What follows belongs to an exercise in optimizing a design on an open flow for small area; a production flow would make more cautious choices.
Only simulation tests tie the RTL to the original design; equivalence was not proved.
Power and IR drop assume default switching activity.

==> trial 2 <==
Design mav_core, start of the top module:
module mav_core #(
    parameter THREADS_PER_BLOCK = 4
) (
    input  wire        clock,
    input  wire        reset,
    input  wire [2:0]  core_state,
    input  wire [15:0] instruction,
    input  wire [7:0]  block_id,
    input  wire [THREADS_PER_BLOCK-1:0] thread_enable,
    input  wire [7:0]  current_pc,
    input  wire [8*THREADS_PER_BLOCK-1:0] lsu_out,
    output wire [8*THREADS_PER_BLOCK-1:0] rs_out,
    output wire [8*THREADS_PER_BLOCK-1:0] rt_out,
    output wire [8*THREADS_PER_BLOCK-1:0] next_pc,
    output wire        decoded_mem_read_enable,
    output wire        decoded_mem_write_enable,
    output wire        decoded_ret
);
Settings: LEC_CHECK=0, CAP_MARGIN=20, CORE_MARGIN=2, CORE_UTILIZATION=55, SLEW_MARGIN=20; clock period 12.0 ns.
standard.sh (not shown) runs the stock make flow with config.mk's settings and CLKGATE_MAP_FILE= SYNTH_SCRIPT=/design/flow/synth_recipe.tcl, a recipe that flattens the netlist after the stock synthesis.
==> flow/flow/run.sh <==
#!/bin/bash
# Own layout flow: the standard flow (standard.sh, with its unchanged
# synthesis) with two changes: the port buffers are the smallest buffer cell,
# and the clock tree is built from clkbuf_8 cells in clusters of up to 16
# sinks, without dummy loads. make's full output goes to standard_flow.log and
# each ORFS step writes its own log under orfs/logs.
set -euo pipefail
export BUFFER_PORTS_ARGS="-buffer_cell sky130_fd_sc_hd__buf_1"
export CTS_ARGS="-sink_clustering_enable -repair_clock_nets -dont_use_dummy_load -buf_list {sky130_fd_sc_hd__clkbuf_8} -sink_clustering_size 16 -sink_clustering_max_diameter 60"
bash standard.sh > standard_flow.log 2>&1
==> inputs of build 53, as changes to trial 2 <==
Settings changed: CORE_UTILIZATION 55 to 70.
==> inputs of trial 29, as changes to trial 2 <==
Settings changed: CORE_UTILIZATION 55 to 40.
==> comparison table <==
Outcome: trial 29 no timing/DRC/antenna violations; build 53 no timing/DRC/antenna violations; trial 2 no timing/DRC/antenna violations
Fmax: trial 29 0.0873 GHz; build 53 0.0870 GHz; trial 2 0.0873 GHz
Met3 wirelength from detailed routing: trial 29 18300 µm; build 53 23400 µm; trial 2 20200 µm
Flop-to-flop setup slack: trial 29 0.54 ns; build 53 0.50 ns; trial 2 0.55 ns
Met2 routed WL: trial 29 57100 µm; build 53 52900 µm; trial 2 56800 µm
Setup clock skew after layout: trial 29 0.114 ns; build 53 0.0826 ns; trial 2 0.101 ns
Power consumed by sequential cells: trial 29 2.81 mW; build 53 2.83 mW; trial 2 2.81 mW
Period utilisation layout: trial 29 95.5%; build 53 95.8%; trial 2 95.4%
First-pass GRT wire length: trial 29 191000 µm; build 53 182000 µm; trial 2 192000 µm
Number of instances in the placed design: trial 29 4317; build 53 3801; trial 2 4001
Overall die width: trial 29 302 µm; build 53 230 µm; trial 2 258 µm
Transition time of the tightest slew-check pin: trial 29 1.30 ns; build 53 1.29 ns; trial 2 1.27 ns
Violation count after the first detailed-routing iteration: trial 29 5120; build 53 7398; trial 2 5566
Worst path depth: trial 29 38; build 53 39; trial 2 38
Nonclk buf count: trial 29 300; build 53 287; trial 2 312
Final design utilization: trial 29 44.1%; build 53 75.8%; trial 2 60.0%
Worst Hold End: trial 29 threads[3].pc_instance.nzp[1]; build 53 threads[2].register_instance.rs[7]; trial 2 threads[3].pc_instance.nzp[1]
Multi-input logic area: trial 29 0.0164 mm²; build 53 0.0163 mm²; trial 2 0.0164 mm²


==> exp/zinc: inputs <==
Another version of the RTL of mav_core (not shown whole).
clock: 12.0 ns
lec_check: 0
cap_margin: 20
core_margin: 2
core_utilization: 40
slew_margin: 20
==> flow/flow/run.sh <==
#!/bin/bash
# Own layout flow: the standard flow (standard.sh, unchanged synthesis) with
# smaller port buffers and a clock tree built from small clock buffers without
# dummy loads. Each tool's full output goes to a log file in the work folder.
set -euo pipefail
export BUFFER_PORTS_ARGS="-buffer_cell sky130_fd_sc_hd__buf_1"
export CTS_ARGS="-sink_clustering_enable -repair_clock_nets -dont_use_dummy_load -buf_list {sky130_fd_sc_hd__clkbuf_4 sky130_fd_sc_hd__clkbuf_8}"
bash standard.sh > standard_flow.log 2>&1
==> inputs of exp/cedar, as changes to exp/zinc <==
==> flow/flow/run.sh (replaced) <==
#!/bin/bash
# Own layout flow: the standard flow (standard.sh, with its unchanged
# synthesis) with two changes: the port buffers are the smallest buffer cell,
# and the clock tree is built from clkbuf_8 cells in clusters of up to 16
# sinks, without dummy loads. make's full output goes to standard_flow.log and
# each ORFS step writes its own log under orfs/logs.
set -euo pipefail
export BUFFER_PORTS_ARGS="-buffer_cell sky130_fd_sc_hd__buf_1"
export CTS_ARGS="-sink_clustering_enable -repair_clock_nets -dont_use_dummy_load -buf_list {sky130_fd_sc_hd__clkbuf_8} -sink_clustering_size 16 -sink_clustering_max_diameter 60"
bash standard.sh > standard_flow.log 2>&1
==> inputs of exp/fjord, as changes to exp/zinc <==
==> flow/run.sh (new file) <==
#!/bin/bash
# synth_recipe.tcl (not shown) runs the flow's synth.tcl, then flattens the netlist and writes it again
# the make line also repeats each setting of config.mk as NAME=value (left out here)
make -C /OpenROAD-flow-scripts/flow DESIGN_CONFIG=/design/flow/config.mk WORK_HOME=/design/flow/orfs CLKGATE_MAP_FILE= SYNTH_SCRIPT=/design/flow/synth_recipe.tcl finish
removed: flow/flow/run.sh
removed: flow/standard.sh
==> notes <==
- Between exp/cedar and exp/zinc, the lower cell count is in exp/cedar (gap about 1.1%, measured against exp/zinc).
- In synthesized area, exp/zinc and exp/cedar do not differ.
- Fmax is about the same in exp/cedar and exp/fjord.
- First-iteration DRC count, lowest first: exp/zinc, exp/cedar, exp/fjord.
- In exp/cedar the global-route usage is lower than in exp/zinc, by 0.16 points.
- Sequential cell count is the same in exp/zinc and exp/cedar.
- Clock skew: exp/zinc > exp/cedar > exp/fjord.
- Clock power: exp/zinc is larger than exp/cedar (45%).
- Setup slack, highest first: exp/zinc, exp/fjord, exp/cedar.
- Sequential power is about the same in exp/cedar and exp/zinc.
- Critical path depth is the same in exp/fjord and exp/zinc.

afterwards: timing with drivers on the ports:
The flow's constraints put no driver on any port. The routed layouts listed below were extracted and timed again, unchanged, in two steps.
Step 1, drivers: a clkbuf_16 drives clock and a buf_2 each remaining input, both assumed.
Step 2, shift: input delay + t, output delay - t, t = (earliest + latest rising clock arrival at the registers) / 2. This alone moves slack from input paths to output paths.
a / b / c = ideal ports / drivers / drivers and shift; a / b = the first two.
run | t (ns) | setup WS [ns] | clock arrival spread, ns
trial 2 | 0.724 | 0.549 / 0.549 / 0.549 | 0.100 / 0.101
build 53 | 0.721 | 0.504 / 0.504 / 0.504 | 0.116 / 0.116
trial 29 | 0.747 | 0.543 / 0.543 / 0.543 | 0.125 / 0.125
exp/zinc | 0.722 | 1.056 / 1.056 / 1.056 | 0.089 / 0.089
exp/cedar | 0.720 | 1.031 / 1.031 / 1.031 | 0.068 / 0.067
exp/fjord | 0.703 | 1.036 / 1.036 / 1.036 | 0.035 / 0.035
After both steps every run listed still meets setup and hold.
